This design comes from an exercise in tuning for small area and a short achievable clock period on the open sky130 flow, not from production work. No run shown here included a check of the RTL's function; only the layout flow was run. Power and IR drop assume default switching activity.

## flow/design.v (module list and top-level ports; edited modules follow where they fit)
// module riscv_core_ref: 185 lines
// module rf_rd_bit: 18 lines
// module agu_add: 756 lines
// module alu_add: 879 lines
// module pc_add: 441 lines
// module c_inv: 3 lines
// module c_nand2: 3 lines
// module c_nor2: 3 lines
// module c_nor3: 3 lines
// module c_nand3: 3 lines
// module c_nand4: 3 lines
// module c_a21oi: 3 lines
// module c_o21ai: 3 lines
// module c_o22ai: 3 lines
// module c_xor2: 3 lines
// module c_mux2: 3 lines
// module c_mux4: 3 lines
// module c_xnor2: 3 lines
module riscv_core_ref (
input clk,
input rstn,
output [31:0] instr_mem_addr,
input  [31:0] instr_mem_rdata,
output [31:0] data_mem_addr,
output        data_mem_write,
output [31:0] data_mem_wdata,
input  [31:0] data_mem_rdata
);
  // ...
==> flow/flow/run.sh <==
#!/bin/bash
# Own layout flow: the standard synthesis unchanged, then the standard ORFS
# layout with the I/O port buffers made from buf_4 and the delay cells kept
# out of the resizer's choices.  Each step's output goes to its own log here.
set -euo pipefail
DU="sky130_fd_sc_hd__probe_p_8 sky130_fd_sc_hd__probec_p_8 sky130_fd_sc_hd__lpflow_bleeder_1 sky130_fd_sc_hd__lpflow_clkbufkapwr_1 sky130_fd_sc_hd__lpflow_clkbufkapwr_16 sky130_fd_sc_hd__lpflow_clkbufkapwr_2 sky130_fd_sc_hd__lpflow_clkbufkapwr_4 sky130_fd_sc_hd__lpflow_clkbufkapwr_8 sky130_fd_sc_hd__lpflow_clkinvkapwr_1 sky130_fd_sc_hd__lpflow_clkinvkapwr_16 sky130_fd_sc_hd__lpflow_clkinvkapwr_2 sky130_fd_sc_hd__lpflow_clkinvkapwr_4 sky130_fd_sc_hd__lpflow_clkinvkapwr_8 sky130_fd_sc_hd__lpflow_decapkapwr_12 sky130_fd_sc_hd__lpflow_decapkapwr_3 sky130_fd_sc_hd__lpflow_decapkapwr_4 sky130_fd_sc_hd__lpflow_decapkapwr_6 sky130_fd_sc_hd__lpflow_decapkapwr_8 sky130_fd_sc_hd__lpflow_inputiso0n_1 sky130_fd_sc_hd__lpflow_inputiso0p_1 sky130_fd_sc_hd__lpflow_inputiso1n_1 sky130_fd_sc_hd__lpflow_inputiso1p_1 sky130_fd_sc_hd__lpflow_inputisolatch_1 sky130_fd_sc_hd__lpflow_isobufsrc_1 sky130_fd_sc_hd__lpflow_isobufsrc_16 sky130_fd_sc_hd__lpflow_isobufsrc_2 sky130_fd_sc_hd__lpflow_isobufsrc_4 sky130_fd_sc_hd__lpflow_isobufsrc_8 sky130_fd_sc_hd__lpflow_isobufsrckapwr_16 sky130_fd_sc_hd__lpflow_lsbuf_lh_hl_isowell_tap_1 sky130_fd_sc_hd__lpflow_lsbuf_lh_hl_isowell_tap_2 sky130_fd_sc_hd__lpflow_lsbuf_lh_hl_isowell_tap_4 sky130_fd_sc_hd__lpflow_lsbuf_lh_isowell_4 sky130_fd_sc_hd__lpflow_lsbuf_lh_isowell_tap_1 sky130_fd_sc_hd__lpflow_lsbuf_lh_isowell_tap_2 sky130_fd_sc_hd__lpflow_lsbuf_lh_isowell_tap_4"
DU="$DU sky130_fd_sc_hd__clkdlybuf4s15_1 sky130_fd_sc_hd__clkdlybuf4s15_2 sky130_fd_sc_hd__clkdlybuf4s18_1 sky130_fd_sc_hd__clkdlybuf4s18_2 sky130_fd_sc_hd__clkdlybuf4s25_1 sky130_fd_sc_hd__clkdlybuf4s25_2 sky130_fd_sc_hd__clkdlybuf4s50_1 sky130_fd_sc_hd__clkdlybuf4s50_2 sky130_fd_sc_hd__dlygate4sd1_1 sky130_fd_sc_hd__dlygate4sd2_1 sky130_fd_sc_hd__dlygate4sd3_1 sky130_fd_sc_hd__dlymetal6s2s_1 sky130_fd_sc_hd__dlymetal6s4s_1 sky130_fd_sc_hd__dlymetal6s6s_1"
bash standard.sh synth > std_synth.log 2>&1
bash standard.sh "DONT_USE_CELLS=$DU" "BUFFER_PORTS_ARGS=-buffer_cell sky130_fd_sc_hd__buf_4" finish > std_layout.log 2>&1
==> flow/standard.sh <==
#!/bin/bash
# synth_recipe.tcl (not shown) runs the flow's synth.tcl, then flattens the netlist and writes it again
# the make line also repeats each setting of config.mk as NAME=value (left out here)
make -C /OpenROAD-flow-scripts/flow DESIGN_CONFIG=/design/flow/config.mk WORK_HOME=/design/flow/orfs CLKGATE_MAP_FILE= SYNTH_SCRIPT=/design/flow/synth_recipe.tcl "${@:-finish}"
==> flow/config.mk <==
export PLATFORM = sky130hd
export DESIGN_NAME = riscv_core_ref
export DESIGN_NICKNAME = riscv_core_ref
export VERILOG_FILES = /design/flow/design.v
export SDC_FILE = /design/flow/constraint.sdc
export NUM_CORES = 4
export LEC_CHECK = 0
export CAP_MARGIN = 20
export CORE_MARGIN = 2
export CORE_UTILIZATION = 45
export CTS_CLUSTER_DIAMETER = 80
export CTS_CLUSTER_SIZE = 20
export PLACE_DENSITY = 0.6
export SETUP_SLACK_MARGIN = 4.2
export SLEW_MARGIN = 20
export SYNTH_HIERARCHICAL = 1
==> flow/constraint.sdc <==
create_clock -name core_clock -period 12.0 [get_ports {clk}]
set_input_delay 2.4000 -clock core_clock [delete_from_list [all_inputs] [get_ports {clk}]]
set_output_delay 2.4000 -clock core_clock [all_outputs]
set_load 0.01 [all_outputs]
==> impl_metrics.ini, run 1 <==
[logic_synthesis]
synth_common_cells = 1009 x nor2_1, 992 x edfxtp_1, 970 x o22ai_1
synthMuxAreaShare = 0.0329
synth.avg_cell_area_um2 = 10.3
yosysWarnings = 11
synth-simple-area-share = 0.144
synth_area_leaders = edfxtp_1 51%, o22ai_1 10%, nor2_1 6.4%, xor2_1 2.9%, dfrtp_1 2.6%

[final_layout]
area_growth_syn_to_layout_pct = 23.8
largest_register_ffs = 992
seqCellArea_um2 = 31300
final_common_cell = edfxtp_1

[power_and_ir_drop]
seqPwrFrac = 0.494
total_power_mw = 8.72
p_int_mw = 5.84

[status]
status = complete, but fails checks
failed_checks = capacitance limit, slew limit

[clock_network]
postCtsHoldBufs = 0

[place]
gp_congestion = 1.15
pre_cts_slack_ns = 1.90
hpwl_um = 214000

[timing]
skew_ns = 0.0935
maxSlewViolCount = 3

[detailed_routing]
routed_wl_um = 322000
ant_nets = 0

[flow_run]
maxCapViolations = 2

[worst_setup_path]
crit_path_start = instr_mem_rdata[18]
slowest_delay_ns = 0.33

[global_route]
antenna_found_initial = 24
==> module riscv_core_ref, before the edit <==
module riscv_core_ref (
input clk,
input rstn,
output [31:0] instr_mem_addr,
input  [31:0] instr_mem_rdata,
output [31:0] data_mem_addr,
output        data_mem_write,
output [31:0] data_mem_wdata,
input  [31:0] data_mem_rdata
);
wire [31:0] ins = instr_mem_rdata;
wire [6:0]  op  = ins[6:0];
wire [2:0]  f3  = ins[14:12];
wire [4:0]  rd  = ins[11:7];
wire [4:0]  ra  = ins[19:15];
wire [4:0]  rb  = ins[24:20];
wire        sg  = ins[31];
wire op_lui   = (op == 7'b0110111);
wire op_auipc = (op == 7'b0010111);
wire op_jal   = (op == 7'b1101111);
wire op_jalr  = (op == 7'b1100111) & (f3 == 3'b000);
wire op_br    = (op == 7'b1100011) & (f3[2:1] != 2'b01);
wire op_imm   = (op == 7'b0010011) &
                ((f3 == 3'b001) ? (ins[31:26] == 6'b000000) :
                 (f3 == 3'b101) ? ((ins[31:26] == 6'b000000) | (ins[31:26] == 6'b010000)) :
                 1'b1);
wire op_reg   = (op == 7'b0110011) &
                ((ins[31:25] == 7'b0000000) |
                 ((ins[31:25] == 7'b0100000) & ((f3 == 3'b000) | (f3 == 3'b101))));
wire op_load  = (op == 7'b0000011) & (f3 != 3'b011) & (f3[2:1] != 2'b11);
wire op_store = (op == 7'b0100011) & (f3[2] == 1'b0) & (f3[1:0] != 2'b11);
wire op_link  = op_jal | op_jalr;
wire rf_we    = (op_lui | op_auipc | op_link | op_imm | op_reg | op_load) & (rd != 5'd0);
wire [31:0] i_im = {{21{sg}}, ins[30:20]};
wire [31:0] s_im = {{21{sg}}, ins[30:25], ins[11:7]};
wire [31:0] b_im = {{20{sg}}, ins[7], ins[30:25], ins[11:8], 1'b0};
wire [31:0] u_im = {ins[31:12], 12'b0};
wire [31:0] j_im = {{12{sg}}, ins[19:12], ins[20], ins[30:21], 1'b0};
reg  [31:0] rf [1:31];
reg  [31:1] vld;
wire [31:0] wd;
wire [31:0] wdn = ~wd;
wire [3:0] pa_lo, pb_lo;
wire [7:0] pa_hi, pb_hi;
genvar gi, gj;
generate
for (gi = 0; gi < 4; gi = gi + 1) begin : g_plo
    assign pa_lo[gi] = (ra[1:0] == gi);
    assign pb_lo[gi] = (rb[1:0] == gi);
end
for (gi = 0; gi < 8; gi = gi + 1) begin : g_phi
    assign pa_hi[gi] = (ra[4:2] == gi);
    assign pb_hi[gi] = (rb[4:2] == gi);
end
endgenerate
wire [31:1] sna, snb;
generate
for (gi = 1; gi < 32; gi = gi + 1) begin : g_rf
    c_nand3 u_sa (.a(vld[gi]), .b(pa_lo[gi % 4]), .c(pa_hi[gi / 4]), .y(sna[gi]));
    c_nand3 u_sb (.a(vld[gi]), .b(pb_lo[gi % 4]), .c(pb_hi[gi / 4]), .y(snb[gi]));
    always @(posedge clk) begin
        if (rf_we && rd == gi) rf[gi] <= wdn;
    end
end
endgenerate
always @(posedge clk or negedge rstn) begin
    if (!rstn) vld <= 31'b0;
    else if (rf_we) vld[rd] <= 1'b1;
end
wire [31:0] rsa_n, rsb_n;
wire [31:0] rsa_r0, rsa_r1;
generate
for (gj = 0; gj < 32; gj = gj + 1) begin : g_rd
    wire [31:1] qn;
    for (gi = 1; gi < 32; gi = gi + 1) begin : g_q
        assign qn[gi] = rf[gi][gj];
    end
    rf_rd_bit u_a (.qn(qn), .sn(sna), .yn(rsa_n[gj]), .r({rsa_r1[gj], rsa_r0[gj]}));
    rf_rd_bit u_b (.qn(qn), .sn(snb), .yn(rsb_n[gj]), .r());
end
endgenerate
wire [31:0] rsa = ~rsa_n;
wire [31:0] rsb = ~rsb_n;
reg  [31:1] pc;
wire [31:0] pc_w   = {pc, 1'b0};
wire [31:0] pc4    = pc_w + 32'd4;
wire [31:0] pc_imm = ins[3] ? j_im : (ins[2] ? u_im : b_im);
wire [31:0] pc_sum;
assign pc_sum[0] = 1'b0;
pc_add u_pca (.a(pc), .b(pc_imm[31:1]), .s(pc_sum[31:1]));
wire [31:0] ag_im = op_store ? s_im : i_im;
wire [31:0] ag;
agu_add u_agu (.an(rsa_n), .bn(~ag_im), .r0(rsa_r0), .r1(rsa_r1), .b(ag_im), .s(ag));
wire        use_imm = ~ins[5];                   
wire [31:0] opb     = use_imm ? i_im : rsb;
wire        do_sub  = ins[6] | (f3[2:1] == 2'b01) | (ins[5] & ins[30] & (f3 == 3'b000));
wire [31:0] sum;
wire        alu_co;
wire [31:0] bn_imm = ~(i_im ^ {32{do_sub}});
wire [31:0] bn_reg, alu_bn;
generate
for (gj = 0; gj < 32; gj = gj + 1) begin : g_bn
    c_xor2 u_x (.a(rsb_n[gj]), .b(do_sub), .y(bn_reg[gj]));
    c_mux2 u_m (.d0(bn_reg[gj]), .d1(bn_imm[gj]), .s(use_imm), .y(alu_bn[gj]));
end
endgenerate
wire [31:0] x_and, x_or, x_xor;
alu_add u_alu (.an(rsa_n), .bn(alu_bn), .ci(do_sub), .s(sum), .co(alu_co),
               .xg(x_and), .xt(x_or), .xp(x_xor));
wire        ltu     = ~alu_co;
wire        lt      = (rsa[31] ^ opb[31]) ? rsa[31] : sum[31];
wire        eq      = &x_xor;
wire [4:0]  shamt   = opb[4:0];
wire        sh_left = ~f3[2];
wire        sh_fill = ins[30] & rsa[31];
reg  [31:0] sh_in;
integer m;
always @(*) for (m = 0; m < 32; m = m + 1) sh_in[m] = sh_left ? rsa[31-m] : rsa[m];
wire [31:0] sh_r    = $signed({sh_fill & ~sh_left, sh_in}) >>> shamt;
reg  [31:0] sh_out;
always @(*) for (m = 0; m < 32; m = m + 1) sh_out[m] = sh_left ? sh_r[31-m] : sh_r[m];
reg [31:0] alu;
always @(*) begin
    case (f3)
        3'b000: alu = sum;
        3'b001: alu = sh_out;
        3'b010: alu = {31'b0, lt};
        3'b011: alu = {31'b0, ltu};
        3'b100: alu = x_xor;
        3'b101: alu = sh_out;
        3'b110: alu = x_or;
        default: alu = x_and;
    endcase
end
wire br_c  = f3[2] ? (f3[1] ? ltu : lt) : eq;
wire taken = op_jal | (op_br & (br_c ^ f3[0]));
wire [31:1] pc_nxt = op_jalr ? ag[31:1] : taken ? pc_sum[31:1] : pc4[31:1];
always @(posedge clk or negedge rstn) begin
    if (!rstn) pc <= 31'b0;
    else       pc <= pc_nxt;
end
wire [1:0]  ab  = ag[1:0];
wire [15:0] ldh = ab[1] ? data_mem_rdata[31:16] : data_mem_rdata[15:0];
wire [7:0]  ldb = ab[0] ? ldh[15:8] : ldh[7:0];
reg  [31:0] ld;
always @(*) begin
    case (f3[1:0])
        2'b00:   ld = {{24{ldb[7] & ~f3[2]}}, ldb};
        2'b01:   ld = {{16{ldh[15] & ~f3[2]}}, ldh};
        default: ld = data_mem_rdata;
    endcase
end
assign wd = op_load  ? ld :
            op_lui   ? u_im :
            op_auipc ? pc_sum :
            op_link  ? pc4 :
                       alu;
reg [3:0] wm_tt [0:3];
integer v, kk;
reg [1:0] abv;
always @(*) begin
    for (kk = 0; kk < 4; kk = kk + 1) begin
        for (v = 0; v < 4; v = v + 1) begin
            abv = v[1:0] + s_im[1:0];
            wm_tt[kk][v] = op_store & (f3[1] | (f3[0] ? (abv[1] == kk[1]) : (abv == kk[1:0])));
        end
    end
end
wire [3:0] wm;
genvar gk;
generate
for (gk = 0; gk < 4; gk = gk + 1) begin : g_wm
    c_mux4 u_wm (.d0(wm_tt[gk][3]), .d1(wm_tt[gk][2]), .d2(wm_tt[gk][1]), .d3(wm_tt[gk][0]),
                 .s0(rsa_n[0]), .s1(rsa_n[1]), .y(wm[gk]));
end
endgenerate
wire [31:0] st = f3[1] ? rsb : f3[0] ? {2{rsb[15:0]}} : {4{rsb[7:0]}};
assign data_mem_wdata[7:0]   = wm[0] ? st[7:0]   : data_mem_rdata[7:0];
assign data_mem_wdata[15:8]  = wm[1] ? st[15:8]  : data_mem_rdata[15:8];
assign data_mem_wdata[23:16] = wm[2] ? st[23:16] : data_mem_rdata[23:16];
assign data_mem_wdata[31:24] = wm[3] ? st[31:24] : data_mem_rdata[31:24];
assign data_mem_write = op_store;
assign data_mem_addr  = {ag[31:2], 2'b00};
assign instr_mem_addr = pc_w;
endmodule
==> module alu_add, before the edit <==
module alu_add (input [31:0] an, input [31:0] bn, input ci, output [31:0] s, output co, output [31:0] xg, output [31:0] xt, output [31:0] xp);
wire n1;
wire n2;
wire n3;
wire n4;
wire n5;
wire n6;
wire n7;
wire n8;
wire n9;
wire n10;
wire n11;
wire n12;
wire n13;
wire n14;
wire n15;
wire n16;
wire n17;
wire n18;
wire n19;
wire n20;
wire n21;
wire n22;
wire n23;
wire n24;
wire n25;
wire n26;
wire n27;
wire n28;
wire n29;
wire n30;
wire n31;
wire n32;
wire n33;
wire n34;
wire n35;
wire n36;
wire n37;
wire n38;
wire n39;
wire n40;
wire n41;
wire n42;
wire n43;
wire n44;
wire n45;
wire n46;
wire n47;
wire n48;
wire n49;
wire n50;
wire n51;
wire n52;
wire n53;
wire n54;
wire n55;
wire n56;
wire n57;
wire n58;
wire n59;
wire n60;
wire n61;
wire n62;
wire n63;
wire n64;
wire n65;
wire n66;
wire n67;
wire n68;
wire n69;
wire n70;
wire n71;
wire n72;
wire n73;
wire n74;
wire n75;
wire n76;
wire n77;
wire n78;
wire n79;
wire n80;
wire n81;
wire n82;
wire n83;
wire n84;
wire n85;
wire n86;
wire n87;
wire n88;
wire n89;
wire n90;
wire n91;
wire n92;
wire n93;
wire n94;
wire n95;
wire n96;
wire n97;
wire n98;
wire n99;
wire n100;
wire n101;
wire n102;
wire n103;
wire n104;
wire n105;
wire n106;
wire n107;
wire n108;
wire n109;
wire n110;
wire n111;
wire n112;
wire n113;
wire n114;
wire n115;
wire n116;
wire n117;
wire n118;
wire n119;
wire n120;
wire n121;
wire n122;
wire n123;
wire n124;
wire n125;
wire n126;
wire n127;
wire n128;
wire n129;
wire n130;
wire n131;
wire n132;
wire n133;
wire n134;
wire n135;
wire n136;
wire n137;
wire n138;
wire n139;
wire n140;
wire n141;
wire n142;
wire n143;
wire n144;
wire n145;
wire n146;
wire n147;
wire n148;
wire n149;
wire n150;
wire n151;
wire n152;
wire n153;
wire n154;
wire n155;
wire n156;
wire n157;
wire n158;
wire n159;
wire n160;
wire n161;
wire n162;
wire n163;
wire n164;
wire n165;
wire n166;
wire n167;
wire n168;
wire n169;
wire n170;
wire n171;
wire n172;
wire n173;
wire n174;
wire n175;
wire n176;
wire n177;
wire n178;
wire n179;
wire n180;
wire n181;
wire n182;
wire n183;
wire n184;
wire n185;
wire n186;
wire n187;
wire n188;
wire n189;
wire n190;
wire n191;
wire n192;
wire n193;
wire n194;
wire n195;
wire n196;
wire n197;
wire n198;
wire n199;
wire n200;
wire n201;
wire n202;
wire n203;
wire n204;
wire n205;
wire n206;
wire n207;
wire n208;
wire n209;
wire n210;
wire n211;
wire n212;
wire n213;
wire n214;
wire n215;
wire n216;
wire n217;
wire n218;
wire n219;
wire n220;
wire n221;
wire n222;
wire n223;
wire n224;
wire n225;
wire n226;
wire n227;
wire n228;
wire n229;
wire n230;
wire n231;
wire n232;
wire n233;
wire n234;
wire n235;
wire n236;
wire n237;
wire n238;
wire n239;
wire n240;
wire n241;
wire n242;
wire n243;
wire n244;
wire n245;
wire n246;
wire n247;
wire n248;
wire n249;
wire n250;
wire n251;
wire n252;
wire n253;
wire n254;
wire n255;
wire n256;
wire n257;
wire n258;
wire n259;
wire n260;
wire n261;
wire n262;
wire n263;
wire n264;
wire n265;
wire n266;
wire n267;
wire n268;
wire n269;
wire n270;
wire n271;
wire n272;
wire n273;
wire n274;
wire n275;
wire n276;
wire n277;
wire n278;
wire n279;
wire n280;
wire n281;
wire n282;
wire n283;
wire n284;
wire n285;
wire n286;
wire n287;
wire n288;
wire n289;
wire n290;
wire n291;
wire n292;
wire n293;
wire n294;
wire n295;
wire n296;
wire n297;
wire n298;
wire n299;
wire n300;
wire n301;
wire n302;
wire n303;
wire n304;
wire n305;
wire n306;
wire n307;
wire n308;
wire n309;
wire n310;
wire n311;
wire n312;
wire n313;
wire n314;
wire n315;
wire n316;
wire n317;
wire n318;
wire n319;
wire n320;
wire n321;
wire n322;
wire n323;
wire n324;
wire n325;
wire n326;
wire n327;
wire n328;
wire n329;
wire n330;
wire n331;
wire n332;
wire n333;
wire n334;
wire n335;
wire n336;
wire n337;
wire n338;
wire n339;
wire n340;
wire n341;
wire n342;
wire s343;
wire s344;
wire s345;
wire s346;
wire s347;
wire s348;
wire s349;
wire s350;
wire s351;
wire s352;
wire s353;
wire s354;
wire s355;
wire s356;
wire s357;
wire s358;
wire s359;
wire s360;
wire s361;
wire s362;
wire s363;
wire s364;
wire s365;
wire s366;
wire s367;
wire s368;
wire s369;
wire s370;
wire s371;
wire s372;
wire s373;
wire s374;
c_nor2 u0 (.a(an[0]), .b(bn[0]), .y(n1));
c_nand2 u1 (.a(an[0]), .b(bn[0]), .y(n2));
c_xor2 u2 (.a(an[0]), .b(bn[0]), .y(n3));
c_nor2 u3 (.a(an[1]), .b(bn[1]), .y(n4));
c_nand2 u4 (.a(an[1]), .b(bn[1]), .y(n5));
c_xor2 u5 (.a(an[1]), .b(bn[1]), .y(n6));
c_nor2 u6 (.a(an[2]), .b(bn[2]), .y(n7));
c_nand2 u7 (.a(an[2]), .b(bn[2]), .y(n8));
c_xor2 u8 (.a(an[2]), .b(bn[2]), .y(n9));
c_nor2 u9 (.a(an[3]), .b(bn[3]), .y(n10));
c_nand2 u10 (.a(an[3]), .b(bn[3]), .y(n11));
c_xor2 u11 (.a(an[3]), .b(bn[3]), .y(n12));
c_nor2 u12 (.a(an[4]), .b(bn[4]), .y(n13));
c_nand2 u13 (.a(an[4]), .b(bn[4]), .y(n14));
c_xor2 u14 (.a(an[4]), .b(bn[4]), .y(n15));
c_nor2 u15 (.a(an[5]), .b(bn[5]), .y(n16));
c_nand2 u16 (.a(an[5]), .b(bn[5]), .y(n17));
c_xor2 u17 (.a(an[5]), .b(bn[5]), .y(n18));
c_nor2 u18 (.a(an[6]), .b(bn[6]), .y(n19));
c_nand2 u19 (.a(an[6]), .b(bn[6]), .y(n20));
c_xor2 u20 (.a(an[6]), .b(bn[6]), .y(n21));
c_nor2 u21 (.a(an[7]), .b(bn[7]), .y(n22));
c_nand2 u22 (.a(an[7]), .b(bn[7]), .y(n23));
c_xor2 u23 (.a(an[7]), .b(bn[7]), .y(n24));
c_nor2 u24 (.a(an[8]), .b(bn[8]), .y(n25));
c_nand2 u25 (.a(an[8]), .b(bn[8]), .y(n26));
c_xor2 u26 (.a(an[8]), .b(bn[8]), .y(n27));
c_nor2 u27 (.a(an[9]), .b(bn[9]), .y(n28));
c_nand2 u28 (.a(an[9]), .b(bn[9]), .y(n29));
c_xor2 u29 (.a(an[9]), .b(bn[9]), .y(n30));
c_nor2 u30 (.a(an[10]), .b(bn[10]), .y(n31));
c_nand2 u31 (.a(an[10]), .b(bn[10]), .y(n32));
c_xor2 u32 (.a(an[10]), .b(bn[10]), .y(n33));
c_nor2 u33 (.a(an[11]), .b(bn[11]), .y(n34));
c_nand2 u34 (.a(an[11]), .b(bn[11]), .y(n35));
c_xor2 u35 (.a(an[11]), .b(bn[11]), .y(n36));
c_nor2 u36 (.a(an[12]), .b(bn[12]), .y(n37));
c_nand2 u37 (.a(an[12]), .b(bn[12]), .y(n38));
c_xor2 u38 (.a(an[12]), .b(bn[12]), .y(n39));
c_nor2 u39 (.a(an[13]), .b(bn[13]), .y(n40));
c_nand2 u40 (.a(an[13]), .b(bn[13]), .y(n41));
c_xor2 u41 (.a(an[13]), .b(bn[13]), .y(n42));
c_nor2 u42 (.a(an[14]), .b(bn[14]), .y(n43));
c_nand2 u43 (.a(an[14]), .b(bn[14]), .y(n44));
c_xor2 u44 (.a(an[14]), .b(bn[14]), .y(n45));
c_nor2 u45 (.a(an[15]), .b(bn[15]), .y(n46));
c_nand2 u46 (.a(an[15]), .b(bn[15]), .y(n47));
c_xor2 u47 (.a(an[15]), .b(bn[15]), .y(n48));
c_nor2 u48 (.a(an[16]), .b(bn[16]), .y(n49));
c_nand2 u49 (.a(an[16]), .b(bn[16]), .y(n50));
c_xor2 u50 (.a(an[16]), .b(bn[16]), .y(n51));
c_nor2 u51 (.a(an[17]), .b(bn[17]), .y(n52));
c_nand2 u52 (.a(an[17]), .b(bn[17]), .y(n53));
c_xor2 u53 (.a(an[17]), .b(bn[17]), .y(n54));
c_nor2 u54 (.a(an[18]), .b(bn[18]), .y(n55));
c_nand2 u55 (.a(an[18]), .b(bn[18]), .y(n56));
c_xor2 u56 (.a(an[18]), .b(bn[18]), .y(n57));
c_nor2 u57 (.a(an[19]), .b(bn[19]), .y(n58));
c_nand2 u58 (.a(an[19]), .b(bn[19]), .y(n59));
c_xor2 u59 (.a(an[19]), .b(bn[19]), .y(n60));
c_nor2 u60 (.a(an[20]), .b(bn[20]), .y(n61));
c_nand2 u61 (.a(an[20]), .b(bn[20]), .y(n62));
c_xor2 u62 (.a(an[20]), .b(bn[20]), .y(n63));
c_nor2 u63 (.a(an[21]), .b(bn[21]), .y(n64));
c_nand2 u64 (.a(an[21]), .b(bn[21]), .y(n65));
c_xor2 u65 (.a(an[21]), .b(bn[21]), .y(n66));
c_nor2 u66 (.a(an[22]), .b(bn[22]), .y(n67));
c_nand2 u67 (.a(an[22]), .b(bn[22]), .y(n68));
c_xor2 u68 (.a(an[22]), .b(bn[22]), .y(n69));
c_nor2 u69 (.a(an[23]), .b(bn[23]), .y(n70));
c_nand2 u70 (.a(an[23]), .b(bn[23]), .y(n71));
c_xor2 u71 (.a(an[23]), .b(bn[23]), .y(n72));
c_nor2 u72 (.a(an[24]), .b(bn[24]), .y(n73));
c_nand2 u73 (.a(an[24]), .b(bn[24]), .y(n74));
c_xor2 u74 (.a(an[24]), .b(bn[24]), .y(n75));
c_nor2 u75 (.a(an[25]), .b(bn[25]), .y(n76));
c_nand2 u76 (.a(an[25]), .b(bn[25]), .y(n77));
c_xor2 u77 (.a(an[25]), .b(bn[25]), .y(n78));
c_nor2 u78 (.a(an[26]), .b(bn[26]), .y(n79));
c_nand2 u79 (.a(an[26]), .b(bn[26]), .y(n80));
c_xor2 u80 (.a(an[26]), .b(bn[26]), .y(n81));
c_nor2 u81 (.a(an[27]), .b(bn[27]), .y(n82));
c_nand2 u82 (.a(an[27]), .b(bn[27]), .y(n83));
c_xor2 u83 (.a(an[27]), .b(bn[27]), .y(n84));
c_nor2 u84 (.a(an[28]), .b(bn[28]), .y(n85));
c_nand2 u85 (.a(an[28]), .b(bn[28]), .y(n86));
c_xor2 u86 (.a(an[28]), .b(bn[28]), .y(n87));
c_nor2 u87 (.a(an[29]), .b(bn[29]), .y(n88));
c_nand2 u88 (.a(an[29]), .b(bn[29]), .y(n89));
c_xor2 u89 (.a(an[29]), .b(bn[29]), .y(n90));
c_nor2 u90 (.a(an[30]), .b(bn[30]), .y(n91));
c_nand2 u91 (.a(an[30]), .b(bn[30]), .y(n92));
c_xor2 u92 (.a(an[30]), .b(bn[30]), .y(n93));
c_nor2 u93 (.a(an[31]), .b(bn[31]), .y(n94));
c_nand2 u94 (.a(an[31]), .b(bn[31]), .y(n95));
c_xor2 u95 (.a(an[31]), .b(bn[31]), .y(n96));
c_a21oi u96 (.a1(n2), .a2(ci), .b1(n1), .y(n97));
c_a21oi u97 (.a1(n5), .a2(n1), .b1(n4), .y(n98));
c_nand2 u98 (.a(n5), .b(n2), .y(n99));
c_a21oi u99 (.a1(n8), .a2(n4), .b1(n7), .y(n100));
c_nand2 u100 (.a(n8), .b(n5), .y(n101));
c_a21oi u101 (.a1(n11), .a2(n7), .b1(n10), .y(n102));
c_nand2 u102 (.a(n11), .b(n8), .y(n103));
c_a21oi u103 (.a1(n14), .a2(n10), .b1(n13), .y(n104));
c_nand2 u104 (.a(n14), .b(n11), .y(n105));
c_a21oi u105 (.a1(n17), .a2(n13), .b1(n16), .y(n106));
c_nand2 u106 (.a(n17), .b(n14), .y(n107));
c_a21oi u107 (.a1(n20), .a2(n16), .b1(n19), .y(n108));
c_nand2 u108 (.a(n20), .b(n17), .y(n109));
c_a21oi u109 (.a1(n23), .a2(n19), .b1(n22), .y(n110));
c_nand2 u110 (.a(n23), .b(n20), .y(n111));
c_a21oi u111 (.a1(n26), .a2(n22), .b1(n25), .y(n112));
c_nand2 u112 (.a(n26), .b(n23), .y(n113));
c_a21oi u113 (.a1(n29), .a2(n25), .b1(n28), .y(n114));
c_nand2 u114 (.a(n29), .b(n26), .y(n115));
c_a21oi u115 (.a1(n32), .a2(n28), .b1(n31), .y(n116));
c_nand2 u116 (.a(n32), .b(n29), .y(n117));
c_a21oi u117 (.a1(n35), .a2(n31), .b1(n34), .y(n118));
c_nand2 u118 (.a(n35), .b(n32), .y(n119));
c_a21oi u119 (.a1(n38), .a2(n34), .b1(n37), .y(n120));
c_nand2 u120 (.a(n38), .b(n35), .y(n121));
c_a21oi u121 (.a1(n41), .a2(n37), .b1(n40), .y(n122));
c_nand2 u122 (.a(n41), .b(n38), .y(n123));
c_a21oi u123 (.a1(n44), .a2(n40), .b1(n43), .y(n124));
c_nand2 u124 (.a(n44), .b(n41), .y(n125));
c_a21oi u125 (.a1(n47), .a2(n43), .b1(n46), .y(n126));
c_nand2 u126 (.a(n47), .b(n44), .y(n127));
c_a21oi u127 (.a1(n50), .a2(n46), .b1(n49), .y(n128));
c_nand2 u128 (.a(n50), .b(n47), .y(n129));
c_a21oi u129 (.a1(n53), .a2(n49), .b1(n52), .y(n130));
c_nand2 u130 (.a(n53), .b(n50), .y(n131));
c_a21oi u131 (.a1(n56), .a2(n52), .b1(n55), .y(n132));
c_nand2 u132 (.a(n56), .b(n53), .y(n133));
c_a21oi u133 (.a1(n59), .a2(n55), .b1(n58), .y(n134));
c_nand2 u134 (.a(n59), .b(n56), .y(n135));
c_a21oi u135 (.a1(n62), .a2(n58), .b1(n61), .y(n136));
c_nand2 u136 (.a(n62), .b(n59), .y(n137));
c_a21oi u137 (.a1(n65), .a2(n61), .b1(n64), .y(n138));
c_nand2 u138 (.a(n65), .b(n62), .y(n139));
c_a21oi u139 (.a1(n68), .a2(n64), .b1(n67), .y(n140));
c_nand2 u140 (.a(n68), .b(n65), .y(n141));
c_a21oi u141 (.a1(n71), .a2(n67), .b1(n70), .y(n142));
c_nand2 u142 (.a(n71), .b(n68), .y(n143));
c_a21oi u143 (.a1(n74), .a2(n70), .b1(n73), .y(n144));
c_nand2 u144 (.a(n74), .b(n71), .y(n145));
c_a21oi u145 (.a1(n77), .a2(n73), .b1(n76), .y(n146));
c_nand2 u146 (.a(n77), .b(n74), .y(n147));
c_a21oi u147 (.a1(n80), .a2(n76), .b1(n79), .y(n148));
c_nand2 u148 (.a(n80), .b(n77), .y(n149));
c_a21oi u149 (.a1(n83), .a2(n79), .b1(n82), .y(n150));
c_nand2 u150 (.a(n83), .b(n80), .y(n151));
c_a21oi u151 (.a1(n86), .a2(n82), .b1(n85), .y(n152));
c_nand2 u152 (.a(n86), .b(n83), .y(n153));
c_a21oi u153 (.a1(n89), .a2(n85), .b1(n88), .y(n154));
c_nand2 u154 (.a(n89), .b(n86), .y(n155));
c_a21oi u155 (.a1(n92), .a2(n88), .b1(n91), .y(n156));
c_nand2 u156 (.a(n92), .b(n89), .y(n157));
c_a21oi u157 (.a1(n95), .a2(n91), .b1(n94), .y(n158));
c_nand2 u158 (.a(n95), .b(n92), .y(n159));
c_inv u159 (.a(ci), .y(n160));
c_o21ai u160 (.a1(n99), .a2(n160), .b1(n98), .y(n161));
c_o21ai u161 (.a1(n101), .a2(n97), .b1(n100), .y(n162));
c_o21ai u162 (.a1(n103), .a2(n98), .b1(n102), .y(n163));
c_nor2 u163 (.a(n103), .b(n99), .y(n164));
c_o21ai u164 (.a1(n105), .a2(n100), .b1(n104), .y(n165));
c_nor2 u165 (.a(n105), .b(n101), .y(n166));
c_o21ai u166 (.a1(n107), .a2(n102), .b1(n106), .y(n167));
c_nor2 u167 (.a(n107), .b(n103), .y(n168));
c_o21ai u168 (.a1(n109), .a2(n104), .b1(n108), .y(n169));
c_nor2 u169 (.a(n109), .b(n105), .y(n170));
c_o21ai u170 (.a1(n111), .a2(n106), .b1(n110), .y(n171));
c_nor2 u171 (.a(n111), .b(n107), .y(n172));
c_o21ai u172 (.a1(n113), .a2(n108), .b1(n112), .y(n173));
c_nor2 u173 (.a(n113), .b(n109), .y(n174));
c_o21ai u174 (.a1(n115), .a2(n110), .b1(n114), .y(n175));
c_nor2 u175 (.a(n115), .b(n111), .y(n176));
c_o21ai u176 (.a1(n117), .a2(n112), .b1(n116), .y(n177));
c_nor2 u177 (.a(n117), .b(n113), .y(n178));
c_o21ai u178 (.a1(n119), .a2(n114), .b1(n118), .y(n179));
c_nor2 u179 (.a(n119), .b(n115), .y(n180));
c_o21ai u180 (.a1(n121), .a2(n116), .b1(n120), .y(n181));
c_nor2 u181 (.a(n121), .b(n117), .y(n182));
c_o21ai u182 (.a1(n123), .a2(n118), .b1(n122), .y(n183));
c_nor2 u183 (.a(n123), .b(n119), .y(n184));
c_o21ai u184 (.a1(n125), .a2(n120), .b1(n124), .y(n185));
c_nor2 u185 (.a(n125), .b(n121), .y(n186));
c_o21ai u186 (.a1(n127), .a2(n122), .b1(n126), .y(n187));
c_nor2 u187 (.a(n127), .b(n123), .y(n188));
c_o21ai u188 (.a1(n129), .a2(n124), .b1(n128), .y(n189));
c_nor2 u189 (.a(n129), .b(n125), .y(n190));
c_o21ai u190 (.a1(n131), .a2(n126), .b1(n130), .y(n191));
c_nor2 u191 (.a(n131), .b(n127), .y(n192));
c_o21ai u192 (.a1(n133), .a2(n128), .b1(n132), .y(n193));
c_nor2 u193 (.a(n133), .b(n129), .y(n194));
c_o21ai u194 (.a1(n135), .a2(n130), .b1(n134), .y(n195));
c_nor2 u195 (.a(n135), .b(n131), .y(n196));
c_o21ai u196 (.a1(n137), .a2(n132), .b1(n136), .y(n197));
c_nor2 u197 (.a(n137), .b(n133), .y(n198));
c_o21ai u198 (.a1(n139), .a2(n134), .b1(n138), .y(n199));
c_nor2 u199 (.a(n139), .b(n135), .y(n200));
c_o21ai u200 (.a1(n141), .a2(n136), .b1(n140), .y(n201));
c_nor2 u201 (.a(n141), .b(n137), .y(n202));
c_o21ai u202 (.a1(n143), .a2(n138), .b1(n142), .y(n203));
c_nor2 u203 (.a(n143), .b(n139), .y(n204));
c_o21ai u204 (.a1(n145), .a2(n140), .b1(n144), .y(n205));
c_nor2 u205 (.a(n145), .b(n141), .y(n206));
c_o21ai u206 (.a1(n147), .a2(n142), .b1(n146), .y(n207));
c_nor2 u207 (.a(n147), .b(n143), .y(n208));
c_o21ai u208 (.a1(n149), .a2(n144), .b1(n148), .y(n209));
c_nor2 u209 (.a(n149), .b(n145), .y(n210));
c_o21ai u210 (.a1(n151), .a2(n146), .b1(n150), .y(n211));
c_nor2 u211 (.a(n151), .b(n147), .y(n212));
c_o21ai u212 (.a1(n153), .a2(n148), .b1(n152), .y(n213));
c_nor2 u213 (.a(n153), .b(n149), .y(n214));
c_o21ai u214 (.a1(n155), .a2(n150), .b1(n154), .y(n215));
c_nor2 u215 (.a(n155), .b(n151), .y(n216));
c_o21ai u216 (.a1(n157), .a2(n152), .b1(n156), .y(n217));
c_nor2 u217 (.a(n157), .b(n153), .y(n218));
c_o21ai u218 (.a1(n159), .a2(n154), .b1(n158), .y(n219));
c_nor2 u219 (.a(n159), .b(n155), .y(n220));
c_a21oi u220 (.a1(n164), .a2(ci), .b1(n163), .y(n221));
c_inv u221 (.a(n97), .y(n222));
c_a21oi u222 (.a1(n166), .a2(n222), .b1(n165), .y(n223));
c_a21oi u223 (.a1(n168), .a2(n161), .b1(n167), .y(n224));
c_a21oi u224 (.a1(n170), .a2(n162), .b1(n169), .y(n225));
c_a21oi u225 (.a1(n172), .a2(n163), .b1(n171), .y(n226));
c_nand2 u226 (.a(n172), .b(n164), .y(n227));
c_a21oi u227 (.a1(n174), .a2(n165), .b1(n173), .y(n228));
c_nand2 u228 (.a(n174), .b(n166), .y(n229));
c_a21oi u229 (.a1(n176), .a2(n167), .b1(n175), .y(n230));
c_nand2 u230 (.a(n176), .b(n168), .y(n231));
c_a21oi u231 (.a1(n178), .a2(n169), .b1(n177), .y(n232));
c_nand2 u232 (.a(n178), .b(n170), .y(n233));
c_a21oi u233 (.a1(n180), .a2(n171), .b1(n179), .y(n234));
c_nand2 u234 (.a(n180), .b(n172), .y(n235));
c_a21oi u235 (.a1(n182), .a2(n173), .b1(n181), .y(n236));
c_nand2 u236 (.a(n182), .b(n174), .y(n237));
c_a21oi u237 (.a1(n184), .a2(n175), .b1(n183), .y(n238));
c_nand2 u238 (.a(n184), .b(n176), .y(n239));
c_a21oi u239 (.a1(n186), .a2(n177), .b1(n185), .y(n240));
c_nand2 u240 (.a(n186), .b(n178), .y(n241));
c_a21oi u241 (.a1(n188), .a2(n179), .b1(n187), .y(n242));
c_nand2 u242 (.a(n188), .b(n180), .y(n243));
c_a21oi u243 (.a1(n190), .a2(n181), .b1(n189), .y(n244));
c_nand2 u244 (.a(n190), .b(n182), .y(n245));
c_a21oi u245 (.a1(n192), .a2(n183), .b1(n191), .y(n246));
c_nand2 u246 (.a(n192), .b(n184), .y(n247));
c_a21oi u247 (.a1(n194), .a2(n185), .b1(n193), .y(n248));
c_nand2 u248 (.a(n194), .b(n186), .y(n249));
c_a21oi u249 (.a1(n196), .a2(n187), .b1(n195), .y(n250));
c_nand2 u250 (.a(n196), .b(n188), .y(n251));
c_a21oi u251 (.a1(n198), .a2(n189), .b1(n197), .y(n252));
c_nand2 u252 (.a(n198), .b(n190), .y(n253));
c_a21oi u253 (.a1(n200), .a2(n191), .b1(n199), .y(n254));
c_nand2 u254 (.a(n200), .b(n192), .y(n255));
c_a21oi u255 (.a1(n202), .a2(n193), .b1(n201), .y(n256));
c_nand2 u256 (.a(n202), .b(n194), .y(n257));
c_a21oi u257 (.a1(n204), .a2(n195), .b1(n203), .y(n258));
c_nand2 u258 (.a(n204), .b(n196), .y(n259));
c_a21oi u259 (.a1(n206), .a2(n197), .b1(n205), .y(n260));
c_nand2 u260 (.a(n206), .b(n198), .y(n261));
c_a21oi u261 (.a1(n208), .a2(n199), .b1(n207), .y(n262));
c_nand2 u262 (.a(n208), .b(n200), .y(n263));
c_a21oi u263 (.a1(n210), .a2(n201), .b1(n209), .y(n264));
c_nand2 u264 (.a(n210), .b(n202), .y(n265));
c_a21oi u265 (.a1(n212), .a2(n203), .b1(n211), .y(n266));
c_nand2 u266 (.a(n212), .b(n204), .y(n267));
c_a21oi u267 (.a1(n214), .a2(n205), .b1(n213), .y(n268));
c_nand2 u268 (.a(n214), .b(n206), .y(n269));
c_a21oi u269 (.a1(n216), .a2(n207), .b1(n215), .y(n270));
c_nand2 u270 (.a(n216), .b(n208), .y(n271));
c_a21oi u271 (.a1(n218), .a2(n209), .b1(n217), .y(n272));
c_nand2 u272 (.a(n218), .b(n210), .y(n273));
c_a21oi u273 (.a1(n220), .a2(n211), .b1(n219), .y(n274));
c_nand2 u274 (.a(n220), .b(n212), .y(n275));
c_o21ai u275 (.a1(n227), .a2(n160), .b1(n226), .y(n276));
c_o21ai u276 (.a1(n229), .a2(n97), .b1(n228), .y(n277));
c_inv u277 (.a(n161), .y(n278));
c_o21ai u278 (.a1(n231), .a2(n278), .b1(n230), .y(n279));
c_inv u279 (.a(n162), .y(n280));
c_o21ai u280 (.a1(n233), .a2(n280), .b1(n232), .y(n281));
c_o21ai u281 (.a1(n235), .a2(n221), .b1(n234), .y(n282));
c_o21ai u282 (.a1(n237), .a2(n223), .b1(n236), .y(n283));
c_o21ai u283 (.a1(n239), .a2(n224), .b1(n238), .y(n284));
c_o21ai u284 (.a1(n241), .a2(n225), .b1(n240), .y(n285));
c_o21ai u285 (.a1(n243), .a2(n226), .b1(n242), .y(n286));
c_nor2 u286 (.a(n243), .b(n227), .y(n287));
c_o21ai u287 (.a1(n245), .a2(n228), .b1(n244), .y(n288));
c_nor2 u288 (.a(n245), .b(n229), .y(n289));
c_o21ai u289 (.a1(n247), .a2(n230), .b1(n246), .y(n290));
c_nor2 u290 (.a(n247), .b(n231), .y(n291));
c_o21ai u291 (.a1(n249), .a2(n232), .b1(n248), .y(n292));
c_nor2 u292 (.a(n249), .b(n233), .y(n293));
c_o21ai u293 (.a1(n251), .a2(n234), .b1(n250), .y(n294));
c_nor2 u294 (.a(n251), .b(n235), .y(n295));
c_o21ai u295 (.a1(n253), .a2(n236), .b1(n252), .y(n296));
c_nor2 u296 (.a(n253), .b(n237), .y(n297));
c_o21ai u297 (.a1(n255), .a2(n238), .b1(n254), .y(n298));
c_nor2 u298 (.a(n255), .b(n239), .y(n299));
c_o21ai u299 (.a1(n257), .a2(n240), .b1(n256), .y(n300));
c_nor2 u300 (.a(n257), .b(n241), .y(n301));
c_o21ai u301 (.a1(n259), .a2(n242), .b1(n258), .y(n302));
c_nor2 u302 (.a(n259), .b(n243), .y(n303));
c_o21ai u303 (.a1(n261), .a2(n244), .b1(n260), .y(n304));
c_nor2 u304 (.a(n261), .b(n245), .y(n305));
c_o21ai u305 (.a1(n263), .a2(n246), .b1(n262), .y(n306));
c_nor2 u306 (.a(n263), .b(n247), .y(n307));
c_o21ai u307 (.a1(n265), .a2(n248), .b1(n264), .y(n308));
c_nor2 u308 (.a(n265), .b(n249), .y(n309));
c_o21ai u309 (.a1(n267), .a2(n250), .b1(n266), .y(n310));
c_nor2 u310 (.a(n267), .b(n251), .y(n311));
c_o21ai u311 (.a1(n269), .a2(n252), .b1(n268), .y(n312));
c_nor2 u312 (.a(n269), .b(n253), .y(n313));
c_o21ai u313 (.a1(n271), .a2(n254), .b1(n270), .y(n314));
c_nor2 u314 (.a(n271), .b(n255), .y(n315));
c_o21ai u315 (.a1(n273), .a2(n256), .b1(n272), .y(n316));
c_nor2 u316 (.a(n273), .b(n257), .y(n317));
c_o21ai u317 (.a1(n275), .a2(n258), .b1(n274), .y(n318));
c_nor2 u318 (.a(n275), .b(n259), .y(n319));
c_a21oi u319 (.a1(n287), .a2(ci), .b1(n286), .y(n320));
c_a21oi u320 (.a1(n289), .a2(n222), .b1(n288), .y(n321));
c_a21oi u321 (.a1(n291), .a2(n161), .b1(n290), .y(n322));
c_a21oi u322 (.a1(n293), .a2(n162), .b1(n292), .y(n323));
c_inv u323 (.a(n221), .y(n324));
c_a21oi u324 (.a1(n295), .a2(n324), .b1(n294), .y(n325));
c_inv u325 (.a(n223), .y(n326));
c_a21oi u326 (.a1(n297), .a2(n326), .b1(n296), .y(n327));
c_inv u327 (.a(n224), .y(n328));
c_a21oi u328 (.a1(n299), .a2(n328), .b1(n298), .y(n329));
c_inv u329 (.a(n225), .y(n330));
c_a21oi u330 (.a1(n301), .a2(n330), .b1(n300), .y(n331));
c_a21oi u331 (.a1(n303), .a2(n276), .b1(n302), .y(n332));
c_a21oi u332 (.a1(n305), .a2(n277), .b1(n304), .y(n333));
c_a21oi u333 (.a1(n307), .a2(n279), .b1(n306), .y(n334));
c_a21oi u334 (.a1(n309), .a2(n281), .b1(n308), .y(n335));
c_a21oi u335 (.a1(n311), .a2(n282), .b1(n310), .y(n336));
c_a21oi u336 (.a1(n313), .a2(n283), .b1(n312), .y(n337));
c_a21oi u337 (.a1(n315), .a2(n284), .b1(n314), .y(n338));
c_a21oi u338 (.a1(n317), .a2(n285), .b1(n316), .y(n339));
c_a21oi u339 (.a1(n319), .a2(n286), .b1(n318), .y(n340));
c_nand2 u340 (.a(n319), .b(n287), .y(n341));
c_o21ai u341 (.a1(n341), .a2(n160), .b1(n340), .y(n342));
c_xor2 u342 (.a(n3), .b(ci), .y(s343));
c_xnor2 u343 (.a(n6), .b(n97), .y(s344));
c_xor2 u344 (.a(n9), .b(n161), .y(s345));
c_xor2 u345 (.a(n12), .b(n162), .y(s346));
c_xnor2 u346 (.a(n15), .b(n221), .y(s347));
c_xnor2 u347 (.a(n18), .b(n223), .y(s348));
c_xnor2 u348 (.a(n21), .b(n224), .y(s349));
c_xnor2 u349 (.a(n24), .b(n225), .y(s350));
c_xor2 u350 (.a(n27), .b(n276), .y(s351));
c_xor2 u351 (.a(n30), .b(n277), .y(s352));
c_xor2 u352 (.a(n33), .b(n279), .y(s353));
c_xor2 u353 (.a(n36), .b(n281), .y(s354));
c_xor2 u354 (.a(n39), .b(n282), .y(s355));
c_xor2 u355 (.a(n42), .b(n283), .y(s356));
c_xor2 u356 (.a(n45), .b(n284), .y(s357));
c_xor2 u357 (.a(n48), .b(n285), .y(s358));
c_xnor2 u358 (.a(n51), .b(n320), .y(s359));
c_xnor2 u359 (.a(n54), .b(n321), .y(s360));
c_xnor2 u360 (.a(n57), .b(n322), .y(s361));
c_xnor2 u361 (.a(n60), .b(n323), .y(s362));
c_xnor2 u362 (.a(n63), .b(n325), .y(s363));
c_xnor2 u363 (.a(n66), .b(n327), .y(s364));
c_xnor2 u364 (.a(n69), .b(n329), .y(s365));
c_xnor2 u365 (.a(n72), .b(n331), .y(s366));
c_xnor2 u366 (.a(n75), .b(n332), .y(s367));
c_xnor2 u367 (.a(n78), .b(n333), .y(s368));
c_xnor2 u368 (.a(n81), .b(n334), .y(s369));
c_xnor2 u369 (.a(n84), .b(n335), .y(s370));
c_xnor2 u370 (.a(n87), .b(n336), .y(s371));
c_xnor2 u371 (.a(n90), .b(n337), .y(s372));
c_xnor2 u372 (.a(n93), .b(n338), .y(s373));
c_xnor2 u373 (.a(n96), .b(n339), .y(s374));
assign s[0] = s343;
assign s[1] = s344;
assign s[2] = s345;
assign s[3] = s346;
assign s[4] = s347;
assign s[5] = s348;
assign s[6] = s349;
assign s[7] = s350;
assign s[8] = s351;
assign s[9] = s352;
assign s[10] = s353;
assign s[11] = s354;
assign s[12] = s355;
assign s[13] = s356;
assign s[14] = s357;
assign s[15] = s358;
assign s[16] = s359;
assign s[17] = s360;
assign s[18] = s361;
assign s[19] = s362;
assign s[20] = s363;
assign s[21] = s364;
assign s[22] = s365;
assign s[23] = s366;
assign s[24] = s367;
assign s[25] = s368;
assign s[26] = s369;
assign s[27] = s370;
assign s[28] = s371;
assign s[29] = s372;
assign s[30] = s373;
assign s[31] = s374;
assign co = n342;
assign xg[0] = n1;
assign xt[0] = n2;
assign xp[0] = n3;
assign xg[1] = n4;
assign xt[1] = n5;
assign xp[1] = n6;
assign xg[2] = n7;
assign xt[2] = n8;
assign xp[2] = n9;
assign xg[3] = n10;
assign xt[3] = n11;
assign xp[3] = n12;
assign xg[4] = n13;
assign xt[4] = n14;
assign xp[4] = n15;
assign xg[5] = n16;
assign xt[5] = n17;
assign xp[5] = n18;
assign xg[6] = n19;
assign xt[6] = n20;
assign xp[6] = n21;
assign xg[7] = n22;
assign xt[7] = n23;
assign xp[7] = n24;
assign xg[8] = n25;
assign xt[8] = n26;
assign xp[8] = n27;
assign xg[9] = n28;
assign xt[9] = n29;
assign xp[9] = n30;
assign xg[10] = n31;
assign xt[10] = n32;
assign xp[10] = n33;
assign xg[11] = n34;
assign xt[11] = n35;
assign xp[11] = n36;
assign xg[12] = n37;
assign xt[12] = n38;
assign xp[12] = n39;
assign xg[13] = n40;
assign xt[13] = n41;
assign xp[13] = n42;
assign xg[14] = n43;
assign xt[14] = n44;
assign xp[14] = n45;
assign xg[15] = n46;
assign xt[15] = n47;
assign xp[15] = n48;
assign xg[16] = n49;
assign xt[16] = n50;
assign xp[16] = n51;
assign xg[17] = n52;
assign xt[17] = n53;
assign xp[17] = n54;
assign xg[18] = n55;
assign xt[18] = n56;
assign xp[18] = n57;
assign xg[19] = n58;
assign xt[19] = n59;
assign xp[19] = n60;
assign xg[20] = n61;
assign xt[20] = n62;
assign xp[20] = n63;
assign xg[21] = n64;
assign xt[21] = n65;
assign xp[21] = n66;
assign xg[22] = n67;
assign xt[22] = n68;
assign xp[22] = n69;
assign xg[23] = n70;
assign xt[23] = n71;
assign xp[23] = n72;
assign xg[24] = n73;
assign xt[24] = n74;
assign xp[24] = n75;
assign xg[25] = n76;
assign xt[25] = n77;
assign xp[25] = n78;
assign xg[26] = n79;
assign xt[26] = n80;
assign xp[26] = n81;
assign xg[27] = n82;
assign xt[27] = n83;
assign xp[27] = n84;
assign xg[28] = n85;
assign xt[28] = n86;
assign xp[28] = n87;
assign xg[29] = n88;
assign xt[29] = n89;
assign xp[29] = n90;
assign xg[30] = n91;
assign xt[30] = n92;
assign xp[30] = n93;
assign xg[31] = n94;
assign xt[31] = n95;
assign xp[31] = n96;
endmodule
==> inputs of run 2 (changes only) <==
--- a/flow/design.v
+++ b/flow/design.v
@@ -38,8 +38,7 @@
 wire [31:0] j_im = {{12{sg}}, ins[19:12], ins[20], ins[30:21], 1'b0};
 reg  [31:0] rf [1:31];
 reg  [31:1] vld;
-wire [31:0] wd;
-wire [31:0] wdn = ~wd;
+wire [31:0] wdn;
 wire [3:0] pa_lo, pb_lo;
 wire [7:0] pa_hi, pb_hi;
 genvar gi, gj;
@@ -105,36 +104,48 @@
 end
 endgenerate
 wire [31:0] x_and, x_or, x_xor;
-alu_add u_alu (.an(rsa_n), .bn(alu_bn), .ci(do_sub), .s(sum), .co(alu_co),
+wire        c31;
+alu_add u_alu (.an(rsa_n), .bn(alu_bn), .ci(do_sub), .s(sum), .co(alu_co), .c31(c31),
                .xg(x_and), .xt(x_or), .xp(x_xor));
-wire        ltu     = ~alu_co;
-wire        lt      = (rsa[31] ^ opb[31]) ? rsa[31] : sum[31];
+wire        lt1     = ~x_xor[31] & rsa[31];
+wire        lt0     = x_xor[31] | rsa[31];
+wire        ltu1    = ~x_or[31];
+wire        ltu0    = ~x_and[31];
+wire        lt      = c31 ? lt1 : lt0;
+wire        ltu     = c31 ? ltu1 : ltu0;
 wire        eq      = &x_xor;
 wire [4:0]  shamt   = opb[4:0];
 wire        sh_left = ~f3[2];
 wire        sh_fill = ins[30] & rsa[31];
-reg  [31:0] sh_in;
-integer m;
-always @(*) for (m = 0; m < 32; m = m + 1) sh_in[m] = sh_left ? rsa[31-m] : rsa[m];
-wire [31:0] sh_r    = $signed({sh_fill & ~sh_left, sh_in}) >>> shamt;
-reg  [31:0] sh_out;
-always @(*) for (m = 0; m < 32; m = m + 1) sh_out[m] = sh_left ? sh_r[31-m] : sh_r[m];
-reg [31:0] alu;
-always @(*) begin
-    case (f3)
-        3'b000: alu = sum;
-        3'b001: alu = sh_out;
-        3'b010: alu = {31'b0, lt};
-        3'b011: alu = {31'b0, ltu};
-        3'b100: alu = x_xor;
-        3'b101: alu = sh_out;
-        3'b110: alu = x_or;
-        default: alu = x_and;
-    endcase
+wire        sh_fp   = sh_fill & ~sh_left;        
+wire [31:0] sh_st [0:6];
+generate
+for (gj = 0; gj < 32; gj = gj + 1) begin : g_sh
+    c_mux2i u_r0 (.d0(rsa_n[gj]), .d1(rsa_n[31-gj]), .s(sh_left), .y(sh_st[0][gj]));
+    for (gi = 0; gi < 5; gi = gi + 1) begin : g_k
+        if (gj + (1 << gi) < 32) begin : g_in
+            c_mux2i u_s (.d0(sh_st[gi][gj]), .d1(sh_st[gi][gj + (1 << gi)]), .s(shamt[gi]), .y(sh_st[gi+1][gj]));
+        end else begin : g_fill
+            c_mux2i u_s (.d0(sh_st[gi][gj]), .d1((gi % 2 == 0) ? sh_fp : ~sh_fp), .s(shamt[gi]), .y(sh_st[gi+1][gj]));
+        end
+    end
+    c_mux2i u_r1 (.d0(sh_st[5][gj]), .d1(sh_st[5][31-gj]), .s(sh_left), .y(sh_st[6][gj]));
 end
-wire br_c  = f3[2] ? (f3[1] ? ltu : lt) : eq;
-wire taken = op_jal | (op_br & (br_c ^ f3[0]));
-wire [31:1] pc_nxt = op_jalr ? ag[31:1] : taken ? pc_sum[31:1] : pc4[31:1];
+endgenerate
+wire [31:0] sh_out = sh_st[6];
+wire br_c1  = f3[2] ? (f3[1] ? ltu1 : lt1) : eq;
+wire br_c0  = f3[2] ? (f3[1] ? ltu0 : lt0) : eq;
+wire taken1 = op_jal | (op_br & (br_c1 ^ f3[0]));
+wire taken0 = op_jal | (op_br & (br_c0 ^ f3[0]));
+wire [31:1] pc_oth = op_jalr ? ag[31:1] : pc4[31:1];
+wire [31:1] pc_n1  = taken1 ? pc_sum[31:1] : pc_oth;
+wire [31:1] pc_n0  = taken0 ? pc_sum[31:1] : pc_oth;
+wire [31:1] pc_nxt;
+generate
+for (gj = 1; gj < 32; gj = gj + 1) begin : g_pcn
+    c_mux2 u_m (.d0(pc_n0[gj]), .d1(pc_n1[gj]), .s(c31), .y(pc_nxt[gj]));
+end
+endgenerate
 always @(posedge clk or negedge rstn) begin
     if (!rstn) pc <= 31'b0;
     else       pc <= pc_nxt;
@@ -150,11 +161,30 @@
         default: ld = data_mem_rdata;
     endcase
 end
-assign wd = op_load  ? ld :
-            op_lui   ? u_im :
-            op_auipc ? pc_sum :
-            op_link  ? pc4 :
-                       alu;
+wire        wb_alu  = ~(op_load | op_lui | op_auipc | op_link);
+wire        s_sum   = wb_alu & (f3 == 3'b000);
+wire        s_sh    = wb_alu & (f3[1:0] == 2'b01);
+reg  [31:0] alu_rest;
+always @(*) begin
+    case (f3)
+        3'b010:  alu_rest = {31'b0, lt};
+        3'b011:  alu_rest = {31'b0, ltu};
+        3'b100:  alu_rest = x_xor;
+        3'b110:  alu_rest = x_or;
+        3'b111:  alu_rest = x_and;
+        default: alu_rest = 32'b0;
+    endcase
+end
+wire [31:0] wb_rest = op_load  ? ld :
+                      op_lui   ? u_im :
+                      op_auipc ? pc_sum :
+                      op_link  ? pc4 :
+                                 alu_rest;
+generate
+for (gj = 0; gj < 32; gj = gj + 1) begin : g_wb
+    c_a221oi u_w (.a1(sum[gj]), .a2(s_sum), .b1(sh_out[gj]), .b2(s_sh), .c1(wb_rest[gj]), .y(wdn[gj]));
+end
+endgenerate
 reg [3:0] wm_tt [0:3];
 integer v, kk;
 reg [1:0] abv;
@@ -957,7 +987,7 @@
 assign s[30] = s360;
 assign s[31] = s361;
 endmodule
-module alu_add (input [31:0] an, input [31:0] bn, input ci, output [31:0] s, output co, output [31:0] xg, output [31:0] xt, output [31:0] xp);
+module alu_add (input [31:0] an, input [31:0] bn, input ci, output [31:0] s, output co, output c31, output [31:0] xg, output [31:0] xt, output [31:0] xp);
 wire n1;
 wire n2;
 wire n3;
@@ -1332,6 +1362,7 @@
 wire s372;
 wire s373;
 wire s374;
+wire n375;
 c_nor2 u0 (.a(an[0]), .b(bn[0]), .y(n1));
 c_nand2 u1 (.a(an[0]), .b(bn[0]), .y(n2));
 c_xor2 u2 (.a(an[0]), .b(bn[0]), .y(n3));
@@ -1706,6 +1737,7 @@
 c_xnor2 u371 (.a(n90), .b(n337), .y(s372));
 c_xnor2 u372 (.a(n93), .b(n338), .y(s373));
 c_xnor2 u373 (.a(n96), .b(n339), .y(s374));
+c_inv u374 (.a(n339), .y(n375));
 assign s[0] = s343;
 assign s[1] = s344;
 assign s[2] = s345;
@@ -1739,6 +1771,7 @@
 assign s[30] = s373;
 assign s[31] = s374;
 assign co = n342;
+assign c31 = n375;
 assign xg[0] = n1;
 assign xt[0] = n2;
 assign xp[0] = n3;
@@ -2307,6 +2340,12 @@
 module c_xor2 (input a, input b, output y);
 assign y = a ^ b;
 endmodule
+module c_a221oi (input a1, input a2, input b1, input b2, input c1, output y);
+assign y = ~((a1 & a2) | (b1 & b2) | c1);
+endmodule
+module c_mux2i (input d0, input d1, input s, output y);
+assign y = ~(s ? d1 : d0);
+endmodule
 module c_mux2 (input d0, input d1, input s, output y);
 assign y = s ? d1 : d0;
 endmodule
--- a/flow/config.mk
+++ b/flow/config.mk
@@ -11,6 +11,6 @@
 export CTS_CLUSTER_DIAMETER = 80
 export CTS_CLUSTER_SIZE = 20
 export PLACE_DENSITY = 0.6
-export SETUP_SLACK_MARGIN = 4.2
+export SETUP_SLACK_MARGIN = 3.0
 export SLEW_MARGIN = 20
 export SYNTH_HIERARCHICAL = 1
==> run 2 against run 1 <==
Against the previous run:
- now clean on timing, DRC and antenna
- cell area decreased by 9.9%
- first-iteration DRC count fell by 26%
- global-route usage fell by 6.0 points
- hold slack worse by 0.070 ns
- power fell by 0.19%
- via count down 13%
- clock power increased by about 10%
- maximum frequency decreased by 12%
- sequential share of layout area increased by 4.7 points
==> impl_metrics.ini, run 2 <==
[worst_setup_path]
end_kind = output pin
setup.worst_path.end = data_mem_addr[22]
startpoint_type = input pin
r2r_cells = 17
crit_path_start = instr_mem_rdata[18]
path_class = input pin to output pin
rr_startpoint = vld[20]$_DFFE_PN0P_
crit_required_ns = 9.60
cp_max_fo = 19
worstPathArrival_ns = 6.88
regToRegSetupSlack_ns = 4.83
reg2reg_to = rf[17][9]$_DFFE_PP_

[timing]
skew_ns = 0.0547
hold_ws_ns = 0.545
timing.final.crit_period_ns = 9.28
max_slew_margin = 0.156
timing.setup.tns_ns = 0
setup_viol_count_final = 0
worst_pin_slew_ns = 1.27
grt_setup_unrepaired = true
period_share = 0.773
fmax_mhz = 108
hold_viol_final = 0
maxSlewViolCount = 0

[status]
status = no timing/DRC/antenna violations

[logic_synthesis]
synth.avg_cell_area_um2 = 10.8
yosysWarnings = 11
syn_inst = 5436
synthesis.area_um2 = 58900

[final_layout]
reg.largest.list = rf x992, pc x31, vld x31
final_cell_mix = 992 x edfxtp_1, 971 x o22ai_1, 893 x nor2_1
largest_register_ffs = 992
drive_gt1_frac = 0.165
final_common_cell = edfxtp_1
nFillCells = 11757
area_growth_syn_to_layout_pct = 11.6
nets = 5697
design_area_um2 = 65700
top_register = rf
fin_cells = 7394

[clock_network]
clockRootBuffer = clkbuf_16
cts_tree = built
numCtsBuffers = 70
cts_buffer_depth = 3
cts_sinks = 1054
clk_latency_ns = 0.74
htreeDepth = 3
clk_pin_slew_ns = 0.08

[detailed_routing]
ant_nets = 0
routed_wl_um = 274000
vias_per_cell = 7.01
drcViolationCount = 0
drtIter0Drc = 8647
drt_pass1_iterations = 8
wl_per_cell_um = 37.1
vias = 51834

[global_route]
grtUsageMet1 = 0.511
grt_first_pass_wirelength_um = 371000
top_usage_layer = met2
grt_overflow = 0
use_met3 = 0.108
first_global_vias = 47230
grt_util_all_layers = 0.392
gr-usage-met2 = 0.572
antenna_found_initial = 11
grt_max_degree = 58

[power_and_ir_drop]
clockPowerShare = 0.290
p_int_mw = 5.96
p_leak_nw = 22.2
powerDensity_nw_per_um2 = 132
ir_worst_vdd_v = 0.000130
power.switching_mw = 2.74
pwr-share-comb = 0.217
swShare = 0.315
seqPwrFrac = 0.492
total_power_mw = 8.71

[place]
gp_congestion = 1.10
hpwl_um = 192000
placed_cell_area_um2 = 62400
dp.cells = 7230
portBuffers = 159

[floorplanning]
num_rows = 132
core_area_um2 = 130000
dieArea_um2 = 134000
num_io_pins = 163
die_w_um = 366
die_h_um = 366
initial_core_util = 0.454

[min_path]
hold_path_depth = 1
hp-start = vld[29]$_DFFE_PN0P_
hold_class = flip-flop to flip-flop

[flow_run]
maxCapViolations = 0
[run 2: cell count changes in the layout (fill, tap and decap cells not counted), sizes merged, moves of 36 or more]
cell | previous run | this run
buf | 924 | 380
nand3 | 149 | 110
mux2i | 78 | 280
mux2 | 54 | 142
nand2 | 379 | 267
nor2 | 1015 | 954
a221oi | 12 | 48
o21ai | 369 | 280
[run 2: how the worst min path moves through the flow]
stage,slack (ns),endpoint
2_1_floorplan,0.45,vld[10]$_DFFE_PN0P_
6_report,0.55,vld[29]$_DFFE_PN0P_
3_5_place_dp,0.52,vld[28]$_DFFE_PN0P_
4_1_cts,0.54,vld[29]$_DFFE_PN0P_
5_1_grt,0.57,vld[29]$_DFFE_PN0P_
3_3_place_gp,0.51,vld[27]$_DFFE_PN0P_
[run 2: worst max-delay path, cell delays in order]
cell     delay [ns]
buf_4          0.32
and3b_1        0.42
nand3_4        0.36
buf_4          0.41
o22ai_1        0.15
nor2_1         0.14
nand4_1        0.56
nor2_1         0.98
xor2_1         0.40
xor2_1         0.46
buf_4          0.22
[run 2: power groups by stage]
stage	Clock, mW	Sequential [mW]	Combinational, mW
CTS	2.53	4.28	1.81
global route	2.66	4.30	1.98
floorplan	0	4.35	1.31
detailed placement	0	4.36	1.80
global placement	0	4.36	1.77
finish	2.53	4.29	1.89
[run 2: layout make-up]
cell class,instances,area [um^2],share of cell area
tap,1742,2180,0.0332
clock buffer,84,1840,0.0279
multi-input combinational,4030,27100,0.412
antenna,2,5.00,0.0000761
sequential,1054,31300,0.477
inverter,67,258,0.00392
clock inverter,23,368,0.00560
timing repair buffer,392,2660,0.0405
[run 2: routing by layer]
layer,share of wire,vias to the layer above
met5,0.00015,-
met4,0.083,6
met3,0.13,828
met2,0.42,3917
met1,0.37,25631
li1,-,21452
[run 2: stage by stage]
stage / util / setup WS, ns
floorplan: - / 3.03
global placement: 0.480 / 1.72
detailed placement: 0.481 / 1.85
CTS: 0.502 / 3.01
global route: 0.506 / 2.96
finish: 0.506 / 2.72
[run 2: what timing repair did]
item / in CTS / in global routing
setup endpoints to repair: 605 / 179
resized for setup: 91 / 39
pin swaps: 8 / 18
gates cloned: 5 / 4
hold buffers: 0 / 0
buffers inserted: 7 / 33

## separate check: timing with driven ports
The results above use ideal ports. As a check the final layouts listed here were re-extracted and re-timed, cells and wires unchanged.
Step 1: set_driving_cell puts a clkbuf_16 on clk and a buf_2 on each other input, an assumption about the parent block.
Step 2 moves the port delays by t, midway between the first and last clock arrival at a register: inputs arrive t later, outputs are due t later. That takes back most of the time a late clock gives input paths.
Three values: no drivers, after step 1, after step 2; two values: the first two.
run	t (ns)	slack for setup (ns)	worst setup path at the end	clock arrival spread, ns	slew at the worst register clock pin (ns)
run 1	0.752	3.850 / 3.694 / 3.088	input to register	0.094 / 0.093	0.09 / 0.09
run 2	0.790	2.720 / 2.692 / 2.170	input to register	0.055 / 0.055	0.09 / 0.09
For run 1, which loses most, drivers alone change the setup slack by -0.156 ns; drivers and shift together by -0.762 ns.
